What follows belongs to an exercise in optimizing a design on an open flow for small area; a production flow would make more cautious choices. In this exercise RTL edits were held to simulation tests only and were not proved equivalent to the original.

// adpll_ctr
module adpll_ctr
   (
    input                     rst,
    input                     clk,
    input                     valid,
    input [5-1:0] address,
    input [26-1:0] wdata,
    input                     wstrb,
    output [1:0]              rdata,
    output reg                ready,
    input                     data_mod,  
    output                    dco_pd,
    output reg [1:0]          dco_osc_gain,
    output [4:0]              dco_c_l_rall,
    output [4:0]              dco_c_l_row,
    output [4:0]              dco_c_l_col,
    output [15:0]             dco_c_m_rall,
    output [15:0]             dco_c_m_row,
    output [15:0]             dco_c_m_col,
    output [15:0]             dco_c_s_rall,
    output [15:0]             dco_c_s_row,
    output [15:0]             dco_c_s_col,
    output                    tdc_pd,
    output                    tdc_pd_inj,
    output reg [2:0]          tdc_ctr_freq,
    input [6:0]               tdc_ripple_count,
    input [15:0]              tdc_phase
    );
   always @(posedge clk, posedge rst) begin
     if (rst)
       ready <= 1'b0;
     else
       ready <= valid;
   end
   reg                        rst_soft;
   reg [26-1:0]            FCW;
   reg [1:0]                  adpll_mode;
   reg                        en;
   reg [3:0]                  alpha_l;
   reg [3:0]                  alpha_m;
   reg [3:0]                  alpha_s_rx;
   reg [3:0]                  alpha_s_tx;
   reg [3:0]                  beta;
   reg [2:0]                  lambda_rx;
   reg [2:0]                  lambda_tx;
   reg [1:0]                  iir_n_rx;
   reg [1:0]                  iir_n_tx;
   reg [4:0]                  FCW_mod;
   reg signed [4:0]           dco_c_l_word_test;
   reg signed [7:0]           dco_c_m_word_test;
   reg signed [7:0]           dco_c_s_word_test;
   reg                        dco_pd_test;
  ...
==> flow/config.mk <==
export PLATFORM = sky130hd
export DESIGN_NAME = adpll_ctr
export DESIGN_NICKNAME = adpll_ctr
export VERILOG_FILES = /design/flow/design.v
export SDC_FILE = /design/flow/constraint.sdc
export NUM_CORES = 4
export LEC_CHECK = 0
export ABC_AREA = 1
export CAP_MARGIN = 5
export CORE_MARGIN = 2
export CORE_UTILIZATION = 40
export PLACE_DENSITY = 0.6
export SLEW_MARGIN = 5
==> flow/constraint.sdc <==
create_clock -name core_clock -period 40.0 [get_ports {clk}]
set_input_delay 8.0000 -clock core_clock [delete_from_list [all_inputs] [get_ports {clk}]]
set_output_delay 8.0000 -clock core_clock [all_outputs]
set_load 0.01 [all_outputs]
standard.sh (not shown) runs the stock make flow with config.mk's settings and CLKGATE_MAP_FILE= SYNTH_SCRIPT=/design/flow/synth_recipe.tcl, a recipe that flattens the netlist after the stock synthesis.
==> flow/flow/run.sh <==
#!/bin/bash
# Standard ORFS layout (the standard.sh, standard synthesis unchanged) with
# two changes: the port buffers use the smallest buffer cell, and clock tree
# synthesis inserts no dummy loads and builds the tree from clkbuf_4 cells.
set -euo pipefail
cd "$(dirname "$0")/.."
export BUFFER_PORTS_ARGS="-buffer_cell sky130_fd_sc_hd__buf_1"
export CTS_ARGS="-sink_clustering_enable -repair_clock_nets -dont_use_dummy_load -buf_list sky130_fd_sc_hd__clkbuf_4 -sink_clustering_size 8 -sink_clustering_max_diameter 50"
bash standard.sh > flow_standard.log 2>&1
Then changed:
--- a/flow/flow/run.sh
+++ b/flow/flow/run.sh
@@ -7,0 +8 @@
+export RECOVER_POWER=100
Settings changed: CAP_MARGIN 5 to 20, SLEW_MARGIN 5 to 20.
This time the run finished but failed the layout checks on capacitance limit, slew limit.
Final cell count stays flat.
Count of clock-buffer cells in the layout stays the same.
Die area is unchanged.
Setup slack degrades by 0.0064 ns.


adpll_ctr, a different RTL version from the one above (not shown whole).
For scale: roughly 380 flip-flops, ~180 I/O pins, roughly 35000 um2 of cells after synthesis.
==> flow/design.v (excerpt) <==
module adpll_ctr
   (
    input                     rst,
    input                     clk,
    input                     valid,
    input [5-1:0] address,
    input [26-1:0] wdata,
    input                     wstrb,
    output [1:0]              rdata,
    output reg                ready,
    input                     data_mod,  
    output                    dco_pd,
    output reg [1:0]          dco_osc_gain,
    output [4:0]              dco_c_l_rall,
    output [4:0]              dco_c_l_row,
    output [4:0]              dco_c_l_col,
    output [15:0]             dco_c_m_rall,
    output [15:0]             dco_c_m_row,
    output [15:0]             dco_c_m_col,
    output [15:0]             dco_c_s_rall,
    output [15:0]             dco_c_s_row,
    output [15:0]             dco_c_s_col,
    output                    tdc_pd,
    output                    tdc_pd_inj,
    output reg [2:0]          tdc_ctr_freq,
    input [6:0]               tdc_ripple_count,
    input [15:0]              tdc_phase
    );
   always @(posedge clk, posedge rst) begin
     if (rst)
       ready <= 1'b0;
     else
       ready <= valid;
   end
   reg                        rst_soft;
   reg [26-1:0]            FCW;
   reg [1:0]                  adpll_mode;
   reg                        en;
   reg [3:0]                  alpha_l;
   reg [3:0]                  alpha_m;
   reg [3:0]                  alpha_s_rx;
   reg [3:0]                  alpha_s_tx;
   reg [3:0]                  beta;
   reg [2:0]                  lambda_rx;
   reg [2:0]                  lambda_tx;
   reg [1:0]                  iir_n_rx;
   reg [1:0]                  iir_n_tx;
   reg [4:0]                  FCW_mod;
   reg signed [4:0]           dco_c_l_word_test;
  ...
Settings: LEC_CHECK=0, ABC_AREA=1, CAP_MARGIN=20, CORE_MARGIN=2, CORE_UTILIZATION=40, PLACE_DENSITY=0.6, SLEW_MARGIN=20; clock period 40.0 ns.
==> flow/flow/run.sh <==
#!/bin/bash
# Standard ORFS layout (the standard.sh, standard synthesis unchanged) with
# two changes: the port buffers use the smallest buffer cell, and clock tree
# synthesis inserts no dummy loads and builds the tree from clkbuf_4 cells.
set -euo pipefail
cd "$(dirname "$0")/.."
export BUFFER_PORTS_ARGS="-buffer_cell sky130_fd_sc_hd__buf_1"
export CTS_ARGS="-sink_clustering_enable -repair_clock_nets -dont_use_dummy_load -buf_list sky130_fd_sc_hd__clkbuf_4"
bash standard.sh > flow_standard.log 2>&1
Then changed:
--- a/flow/flow/run.sh
+++ b/flow/flow/run.sh
@@ -4 +4 @@
-# synthesis inserts no dummy loads and builds the tree from clkbuf_4 cells.
+# synthesis inserts no dummy loads.
@@ -8 +8 @@
-export CTS_ARGS="-sink_clustering_enable -repair_clock_nets -dont_use_dummy_load -buf_list sky130_fd_sc_hd__clkbuf_4"
+export CTS_ARGS="-sink_clustering_enable -repair_clock_nets -dont_use_dummy_load"
Settings changed: CTS_BUF_LIST set to sky130_fd_sc_hd__clkbuf_4.
What happened: Via count goes down by 0.83%; worst setup slack improves by 0.0067 ns; sequential share of layout area goes down by 0.25 points; cell area goes up by 0.98%; global-route usage goes down by 0.17 points; die area is unchanged; clock skew goes down by 0.057 ns.


trial 45:
adpll_ctr with an RTL version that a note above also has.
Size in the first run: roughly 4700 cells after synthesis, about 180 I/O pins, roughly 35000 µm² of cells after synthesis.
## adpll_ctr
module adpll_ctr
   (
    input                     rst,
    input                     clk,
    input                     valid,
    input [5-1:0] address,
    input [26-1:0] wdata,
    input                     wstrb,
    output [1:0]              rdata,
    output reg                ready,
    input                     data_mod,  
    output                    dco_pd,
    output reg [1:0]          dco_osc_gain,
    output [4:0]              dco_c_l_rall,
    output [4:0]              dco_c_l_row,
    output [4:0]              dco_c_l_col,
    output [15:0]             dco_c_m_rall,
    output [15:0]             dco_c_m_row,
    output [15:0]             dco_c_m_col,
    output [15:0]             dco_c_s_rall,
    output [15:0]             dco_c_s_row,
    output [15:0]             dco_c_s_col,
    output                    tdc_pd,
    output                    tdc_pd_inj,
    output reg [2:0]          tdc_ctr_freq,
    input [6:0]               tdc_ripple_count,
    input [15:0]              tdc_phase
    );
export LEC_CHECK = 0
export ABC_AREA = 1
export CAP_MARGIN = 20
export CORE_MARGIN = 2
export CORE_UTILIZATION = 30
export PLACE_DENSITY = 0.6
export SLEW_MARGIN = 20
create_clock -name core_clock -period 40.0 [get_ports {clk}]
==> flow/flow/run.sh <==
#!/bin/bash
# Standard ORFS layout (the standard.sh, standard synthesis unchanged) with
# two changes: the port buffers use the smallest buffer cell, and clock tree
# synthesis inserts no dummy loads and builds the tree from clkbuf_4 cells.
set -euo pipefail
cd "$(dirname "$0")/.."
export BUFFER_PORTS_ARGS="-buffer_cell sky130_fd_sc_hd__buf_1"
export CTS_ARGS="-sink_clustering_enable -repair_clock_nets -dont_use_dummy_load -buf_list sky130_fd_sc_hd__clkbuf_4 -sink_clustering_size 8 -sink_clustering_max_diameter 50"
bash standard.sh > flow_standard.log 2>&1
Trial 45 was carried through to the last stage, and its layout satisfied the timing, design-rule and antenna checks.
Edits applied to the flow inputs when going from trial 45 to build 66:
Settings: a change of CORE_UTILIZATION from 30 to 40.
==> summary.txt <==
Build 66 vs trial 45: met1 track demand over resource in global routing up in build 66
Standard cell area after detailed placement is higher on trial 45
Clock latency on the worst-skew pair in build 66 is 0.04 ns higher than in trial 45
Sort build 66 and trial 45 by global-route wire length before repair, ascending, and build 66 comes first.

## static timing again, ports no longer ideal
No port has a modelled driver above. Below, the same layouts with a new extraction and two added sets of constraints.
Step 1, drivers: a clkbuf_16 drives clk and a buf_2 each remaining input, both assumed.
Step 2, shift: input delay + t, output delay - t, t = (earliest + latest rising clock arrival at the registers) / 2. This alone moves slack from input paths to output paths.
Slacks: ideal / step 1 / step 2; pairs: ideal / step 1.
| run | t (ns) | setup slack, ns | hold slack, ns | worst setup path after step 2 | worst register clock-pin slew, ns |
|---|---|---|---|---|---|
| the first run of note 1 | 0.908 | 1.637 / 1.615 / 1.615 | 0.407 / 0.407 / 0.407 | input to output | 0.11 / 0.11 |
| the second run of note 1 | 0.908 | 1.631 / 1.609 / 1.609 | 0.463 / 0.463 / 0.463 | input to output | 0.11 / 0.11 |
| the first run of note 2 | 0.925 | 2.562 / 2.537 / 2.537 | 0.428 / 0.428 / 0.428 | input to output | 0.07 / 0.07 |
| the second run of note 2 | 0.642 | 2.568 / 2.544 / 2.544 | 0.454 / 0.454 / 0.454 | input to output | 0.06 / 0.06 |
| trial 45 | 0.883 | 1.514 / 1.492 / 1.492 | 0.467 / 0.467 / 0.467 | input to output | 0.10 / 0.10 |
| build 66 | 0.908 | 1.637 / 1.615 / 1.615 | 0.407 / 0.407 / 0.407 | input to output | 0.11 / 0.11 |
For the first run of note 2, which loses most, drivers alone change the setup slack by -0.025 ns; drivers and shift together by -0.025 ns.
